Background: an optimization exercise with open tools, aiming at small area, a short achievable clock period and few clock cycles. Do not read the settings as production practice. Only simulation tests tie the RTL to the original design; equivalence was not proved. No activity file was given, so power comes from the tool's default toggle rates.

==> flow/design.v <==
module pipelined_ver2 (
   input  wire          clk,
                        rst_n,
   output wire [31:0]   imem_addr,
   input  wire [31:0]   imem_rdata,
   output wire          dmem_we,
   output wire [3:0]    dmem_wstrb,
   output wire [31:0]   dmem_addr,
   output wire [31:0]   dmem_wdata,
   input  wire [31:0]   dmem_rdata
);
   integer i;
   localparam IB = 1;
   localparam NE = 1 << IB;
   localparam TB = 11 - IB;
   reg  [31:2] pc;                       
   reg         x_vld;
   reg         x_pred;                   
   reg  [31:2] x_pc;
   reg  [31:0] x_imm;
   reg  [31:1] x_sel1, x_sel2;           
   reg         x_fm1, x_fm2;             
   reg         x_usep;                   
   reg         x_bimm;                   
   reg         x_ta;                     
   reg         x_sub;
   reg         x_sgn;                    
   reg         x_op_add, x_op_lt, x_op_xor, x_op_or, x_op_and, x_op_sh;
   reg         x_sh_l, x_sh_a;           
   reg         x_jal, x_jalr, x_br;
   reg         x_br_lt, x_br_inv;        
   reg         x_tnext;                  
   reg         x_ld, x_st;
   reg  [2:0]  x_f3;
   reg         x_rw;                     
   reg  [4:0]  x_rd;
   reg         m_rw, m_we;
   reg  [4:0]  m_rd;
   reg  [31:0] m_res, m_wdata;
   reg  [3:0]  m_wstrb;
   reg         m_ldw, m_ldh, m_ldhs, m_ldbs, m_alu;
   reg  [32*32-1:32] rf;
   reg  [NE-1:0]    bt_vld;
   reg  [NE-1:0]    bt_bwd;              
   reg  [NE*TB-1:0] bt_tag;
   reg  [NE*11-1:0] bt_tgt;
   wire [31:0] ins = imem_rdata;
   wire [4:0]  opc = ins[6:2];
   wire [4:0]  rs1 = ins[19:15];
   wire [4:0]  rs2 = ins[24:20];
   wire [4:0]  rd  = ins[11:7];
   wire [2:0]  f3  = ins[14:12];
   wire d_lui   = (opc == 5'b01101);
   wire d_auipc = (opc == 5'b00101);
   wire d_jal   = (opc == 5'b11011);
   wire d_jalr  = (opc == 5'b11001);
   wire d_br    = (opc == 5'b11000);
   wire d_ld    = (opc == 5'b00000);
   wire d_st    = (opc == 5'b01000);
   wire d_opi   = (opc == 5'b00100);
   wire d_op    = (opc == 5'b01100);
   wire d_use1  = d_jalr | d_br | d_ld | d_st | d_opi | d_op;
   wire d_use2  = d_br | d_st | d_op;
   wire d_rw    = (d_lui | d_auipc | d_jal | d_jalr | d_ld | d_opi | d_op) && (rd != 5'd0);
   reg [31:0] d_imm;
   always @(*) begin
      if (d_st)
         d_imm = {{20{ins[31]}}, ins[31:25], ins[11:7]};
      else if (d_br)
         d_imm = {{19{ins[31]}}, ins[31], ins[7], ins[30:25], ins[11:8], 1'b0};
      else if (d_lui | d_auipc)
         d_imm = {ins[31:12], 12'b0};
      else if (d_jal)
         d_imm = {{11{ins[31]}}, ins[31], ins[19:12], ins[20], ins[30:21], 1'b0};
      else
         d_imm = {{20{ins[31]}}, ins[31:20]};
   end
   wire d_tnext = d_jal ? (ins[31:12] == 20'h00400)
                        : ({ins[31:25], ins[11:7]} == 12'h004);
   wire d_alu = d_op | d_opi;
   wire d_sub = d_br | (d_alu & (f3[2:1] == 2'b01)) | (d_op & ins[30] & (f3 == 3'd0));
   wire x_adv_rw = x_vld & x_rw;
   wire d_fm1 = d_use1 & x_adv_rw & (x_rd == rs1);
   wire d_fm2 = d_use2 & x_adv_rw & (x_rd == rs2);
   wire x_ldv   = x_vld & x_ld & x_rw;
   wire d_stall = x_ldv & ((x_rd == rs1) | (x_rd == rs2));
   reg [31:1] d_sel1, d_sel2;
   always @(*) begin
      for (i = 1; i < 32; i = i + 1) begin
         d_sel1[i] = d_use1 & ~d_fm1 & (rs1 == i);
         d_sel2[i] = d_use2 & ~d_fm2 & (rs2 == i);
      end
   end
   wire [IB-1:0] f_idx  = pc[IB+1:2];
   wire          bt_hit = bt_vld[f_idx] & (bt_tag[f_idx*TB +: TB] == pc[12:IB+2]);
   wire [31:2]   bt_pc  = {pc[31:13], bt_tgt[f_idx*11 +: 11]};
   wire [4:0]    f_low  = {1'b0, pc[5:2]} + {1'b0, ins[25:22]};
   wire          f_jal  = d_jal & (ins[31:26] == 6'd0) & (ins[21:12] == 10'd0) & ~f_low[4];
   wire [31:2]   f_tgt  = {pc[31:6], f_low[3:0]};
   reg [31:0] opa, opb;
   always @(*) begin
      opa = ({32{x_fm1}} & m_res) | ({32{x_usep}} & {x_pc, 2'b00});
      opb = ({32{x_fm2}} & m_res) | ({32{x_bimm}} & x_imm);
      for (i = 1; i < 32; i = i + 1) begin
         opa = opa | ({32{x_sel1[i]}} & rf[32*i +: 32]);
         opb = opb | ({32{x_sel2[i]}} & rf[32*i +: 32]);
      end
   end
   wire [32:0] sum = {1'b0, opa} + {1'b0, opb ^ {32{x_sub}}} + {32'b0, x_sub};
   wire        eq  = (opa == opb);
   wire        lt  = (opa[31] ^ opb[31]) ? (x_sgn ? opa[31] : opb[31]) : sum[31];
   reg  [31:0] sh_in, sh_rev;
   always @(*) begin
      for (i = 0; i < 32; i = i + 1) sh_in[i] = x_sh_l ? opa[31 - i] : opa[i];
   end
   wire        sh_f   = x_sh_a & opa[31];
   wire [31:0] sh_1   = opb[0] ? {sh_f, sh_in[31:1]} : sh_in;
   wire [31:0] sh_2   = opb[1] ? {{2{sh_f}}, sh_1[31:2]} : sh_1;
   wire [31:0] sh_4   = opb[2] ? {{4{sh_f}}, sh_2[31:4]} : sh_2;
   wire [31:0] sh_8   = opb[3] ? {{8{sh_f}}, sh_4[31:8]} : sh_4;
   wire [31:0] sh_out = opb[4] ? {{16{sh_f}}, sh_8[31:16]} : sh_8;
   always @(*) begin
      for (i = 0; i < 32; i = i + 1) sh_rev[i] = x_sh_l ? sh_out[31 - i] : sh_out[i];
   end
   wire [31:0] tgt   = (x_ta ? opa : {x_pc, 2'b00}) + x_imm;
   wire [31:2] x_pc1 = x_pc + 30'd1;
   wire [31:0] res = ({32{x_op_add}} & sum[31:0])
                   | {31'b0, x_op_lt & lt}
                   | ({32{x_op_xor}} & (opa ^ opb))
                   | ({32{x_op_or }} & (opa | opb))
                   | ({32{x_op_and}} & (opa & opb))
                   | ({32{x_op_sh }} & sh_rev)
                   | ({32{x_jal | x_jalr}} & {x_pc1, 2'b00})
                   | ({32{x_st}} & tgt);
   wire        cond     = (x_br_lt ? lt : eq) ^ x_br_inv;
   wire        taken    = x_jal | x_jalr | (x_br & cond);
   wire        fix_t    = x_vld & (x_jalr | ~(x_pred | x_tnext));
   wire        fix_n    = x_vld & x_pred;
   wire [31:2] seq_pc   = bt_hit ? bt_pc : pc + 30'd1;
   wire [31:2] fix_pc   = taken ? tgt[31:2] : x_pc1;
   wire [31:2] npc      = d_stall ? (fix_n ? x_pc1 : pc) : redirect ? fix_pc : f_jal ? f_tgt : seq_pc;
   wire        redirect = taken ? fix_t : fix_n;
   wire [IB-1:0] x_idx  = x_pc[IB+1:2];
   wire        bt_ins   = x_vld & (x_jal | x_br) & taken
                        & (x_imm[31] | ~(bt_vld[x_idx] & bt_bwd[x_idx]));
   wire        bt_del   = x_vld & x_br & ~taken & x_pred;
   wire [31:0] rf_wd;
   assign rf_wd[7:0]   = ({8{m_alu}} & m_res[7:0]) | ({8{~m_alu}} & dmem_rdata[7:0]);
   assign rf_wd[15:8]  = ({8{m_alu}} & m_res[15:8]) | ({8{m_ldw | m_ldh}} & dmem_rdata[15:8])
                       | ({8{m_ldbs & dmem_rdata[7]}});
   assign rf_wd[31:16] = ({16{m_alu}} & m_res[31:16]) | ({16{m_ldw}} & dmem_rdata[31:16])
                       | ({16{m_ldbs & dmem_rdata[7]}}) | ({16{m_ldhs & dmem_rdata[15]}});
   reg  [31:1] rf_we;
   always @(*) begin
      for (i = 1; i < 32; i = i + 1) rf_we[i] = ~rst_n | (m_rw & (m_rd == i));
   end
   always @(posedge clk or negedge rst_n) begin
      if (!rst_n) begin
         pc     <= 30'd0;
         x_vld  <= 1'b0;
         m_rw   <= 1'b0;
         m_we   <= 1'b0;
         bt_vld <= {NE{1'b0}};
      end else begin
         pc    <= npc;
         x_vld <= ~redirect & ~d_stall;
         m_rw  <= x_vld & x_rw;
         m_we  <= x_vld & x_st;
         if (bt_ins) bt_vld[x_idx] <= 1'b1;
         else if (bt_del) bt_vld[x_idx] <= 1'b0;
      end
   end
   always @(posedge clk) begin
         x_pred   <= bt_hit | f_jal;
         x_pc     <= pc;
         x_imm    <= d_imm;
         x_sel1   <= d_sel1;
         x_sel2   <= d_sel2;
         x_fm1    <= d_fm1;
         x_fm2    <= d_fm2;
         x_usep   <= d_auipc;
         x_bimm   <= ~(d_op | d_br | d_st);
         x_ta     <= d_jalr | d_st;
         x_sub    <= d_sub;
         x_sgn    <= d_br ? ~f3[1] : ~f3[0];
         x_op_add <= d_ld | d_lui | d_auipc | (d_alu & (f3 == 3'd0));
         x_op_lt  <= d_alu & (f3[2:1] == 2'b01);
         x_op_xor <= d_alu & (f3 == 3'd4);
         x_op_or  <= d_alu & (f3 == 3'd6);
         x_op_and <= d_alu & (f3 == 3'd7);
         x_op_sh  <= d_alu & (f3[1:0] == 2'b01);
         x_sh_l   <= ~f3[2];
         x_sh_a   <= ins[30] & f3[2];
         x_jal    <= d_jal;
         x_jalr   <= d_jalr;
         x_br     <= d_br;
         x_br_lt  <= f3[2];
         x_br_inv <= f3[0];
         x_tnext  <= d_tnext;
         x_ld     <= d_ld;
         x_st     <= d_st;
         x_f3     <= f3;
         x_rw     <= d_rw;
         x_rd     <= rd;
      if (bt_ins) begin
         bt_tag[x_idx*TB +: TB] <= x_pc[12:IB+2];
         bt_tgt[x_idx*11 +: 11] <= tgt[12:2];
         bt_bwd[x_idx]          <= x_imm[31];
      end
      m_rd    <= x_rd;
      m_res   <= res;
      m_wdata <= opb;
      m_wstrb <= {x_f3[1], x_f3[1], x_f3[1] | x_f3[0], 1'b1};
      m_ldw   <= x_ld & (x_f3[1:0] == 2'b10);
      m_ldh   <= x_ld & (x_f3[1:0] == 2'b01);
      m_ldhs  <= x_ld & (x_f3[1:0] == 2'b01) & ~x_f3[2];
      m_ldbs  <= x_ld & (x_f3[1:0] == 2'b00) & ~x_f3[2];
      m_alu   <= ~x_ld;
      for (i = 1; i < 32; i = i + 1)
         if (rf_we[i]) rf[32*i +: 32] <= rf_wd & {32{rst_n}};
   end
   assign imem_addr  = {pc, 2'b00};
   assign dmem_we    = m_we;
   assign dmem_wstrb = m_wstrb;
   assign dmem_addr  = m_res;
   assign dmem_wdata = m_wdata;
endmodule
Settings: LEC_CHECK=0, CAP_MARGIN=20, CORE_MARGIN=2, CORE_UTILIZATION=55, CTS_CLUSTER_DIAMETER=100, CTS_CLUSTER_SIZE=20, SLEW_MARGIN=20; clock period 20.0 ns.
standard.sh (not shown) runs the stock make flow with config.mk's settings and CLKGATE_MAP_FILE= SYNTH_SCRIPT=/design/flow/synth_recipe.tcl, a recipe that flattens the netlist after the stock synthesis.
==> flow/flow/run.sh <==
#!/bin/bash
# The standard layout, with timing repair aimed well inside the clock
# period: the repair steps of the standard flow work to a setup margin.
set -euo pipefail
bash standard.sh SETUP_SLACK_MARGIN=15 finish > standard.log 2>&1
The baseline produced a clean layout.
Testbench counts at the start, summed over its fixed seeds: cycles 152,409.
Rerun with:
--- a/flow/design.v
+++ b/flow/design.v
@@ -76,11 +76,11 @@
          d_imm = {{20{ins[31]}}, ins[31:20]};
    end
    wire d_tnext = d_jal ? (ins[31:12] == 20'h00400)
                         : ({ins[31:25], ins[11:7]} == 12'h004);
    wire d_alu = d_op | d_opi;
-   wire d_sub = d_br | (d_alu & (f3[2:1] == 2'b01)) | (d_op & ins[30] & (f3 == 3'd0));
+   wire d_sub = d_op & ins[30] & (f3 == 3'd0);
    wire x_adv_rw = x_vld & x_rw;
    wire d_fm1 = d_use1 & x_adv_rw & (x_rd == rs1);
    wire d_fm2 = d_use2 & x_adv_rw & (x_rd == rs2);
    wire x_ldv   = x_vld & x_ld & x_rw;
    wire d_stall = x_ldv & ((x_rd == rs1) | (x_rd == rs2));
@@ -104,13 +104,13 @@
       for (i = 1; i < 32; i = i + 1) begin
          opa = opa | ({32{x_sel1[i]}} & rf[32*i +: 32]);
          opb = opb | ({32{x_sel2[i]}} & rf[32*i +: 32]);
       end
    end
-   wire [32:0] sum = {1'b0, opa} + {1'b0, opb ^ {32{x_sub}}} + {32'b0, x_sub};
+   wire [31:0] sum = opa + (opb ^ {32{x_sub}}) + {31'b0, x_sub};
    wire        eq  = (opa == opb);
-   wire        lt  = (opa[31] ^ opb[31]) ? (x_sgn ? opa[31] : opb[31]) : sum[31];
+   wire        lt  = ({opa[31] ^ x_sgn, opa[30:0]} < {opb[31] ^ x_sgn, opb[30:0]});
    reg  [31:0] sh_in, sh_rev;
    always @(*) begin
       for (i = 0; i < 32; i = i + 1) sh_in[i] = x_sh_l ? opa[31 - i] : opa[i];
    end
    wire        sh_f   = x_sh_a & opa[31];
@@ -122,11 +122,11 @@
    always @(*) begin
       for (i = 0; i < 32; i = i + 1) sh_rev[i] = x_sh_l ? sh_out[31 - i] : sh_out[i];
    end
    wire [31:0] tgt   = (x_ta ? opa : {x_pc, 2'b00}) + x_imm;
    wire [31:2] x_pc1 = x_pc + 30'd1;
-   wire [31:0] res = ({32{x_op_add}} & sum[31:0])
+   wire [31:0] res = ({32{x_op_add}} & sum)
                    | {31'b0, x_op_lt & lt}
                    | ({32{x_op_xor}} & (opa ^ opb))
                    | ({32{x_op_or }} & (opa | opb))
                    | ({32{x_op_and}} & (opa & opb))
                    | ({32{x_op_sh }} & sh_rev)
The changed run completed with no timing, DRC or antenna violations.
First-iteration DRC count falls by a few percent.
Final area rises slightly.
Total power goes up slightly.
Worst setup slack gets better by 280 ps.
Non-clock buffer count came out lower by 3.
Via count came out higher slightly.
Critical path depth decreases by 4.
Synthesized area grows slightly.
Final cell count is higher by a few percent.
Clock power is about the same.
Die area goes up slightly.
Clock skew barely changes.
Routed wire length falls by a few percent.
Worst hold slack gains 10 ps.
Testbench counts after the change, summed over its fixed seeds: cycles 152,409.

## afterwards: timing with drivers on the ports
The results above use ideal ports. As a check the final layouts listed here were re-extracted and re-timed, cells and wires unchanged.
Step 1: set_driving_cell puts a clkbuf_16 on clk and a buf_2 on each other input, an assumption about the parent block.
Step 2 adds t to the input delays and takes it off the output delays; t is the mean of the earliest and latest rising clock arrival at the registers after step 1. Input paths then give back, and output paths get back, about the clock's delay inside the block.
Slacks: no drivers / after step 1 / after step 2; pairs: no drivers / after step 1.
run	t, ns	setup slack, ns	worst setup path at the end	latest minus earliest clock arrival (ns)
the first run	0.823	14.255 / 14.274 / 13.452	input to register	0.052 / 0.053
the second run	0.810	14.540 / 14.548 / 13.750	input to register	0.048 / 0.047
After both steps setup and hold are still met in every run listed. The setup slack of the first run, which loses most, moves by +0.019 ns with the drivers and by -0.803 ns with both steps.
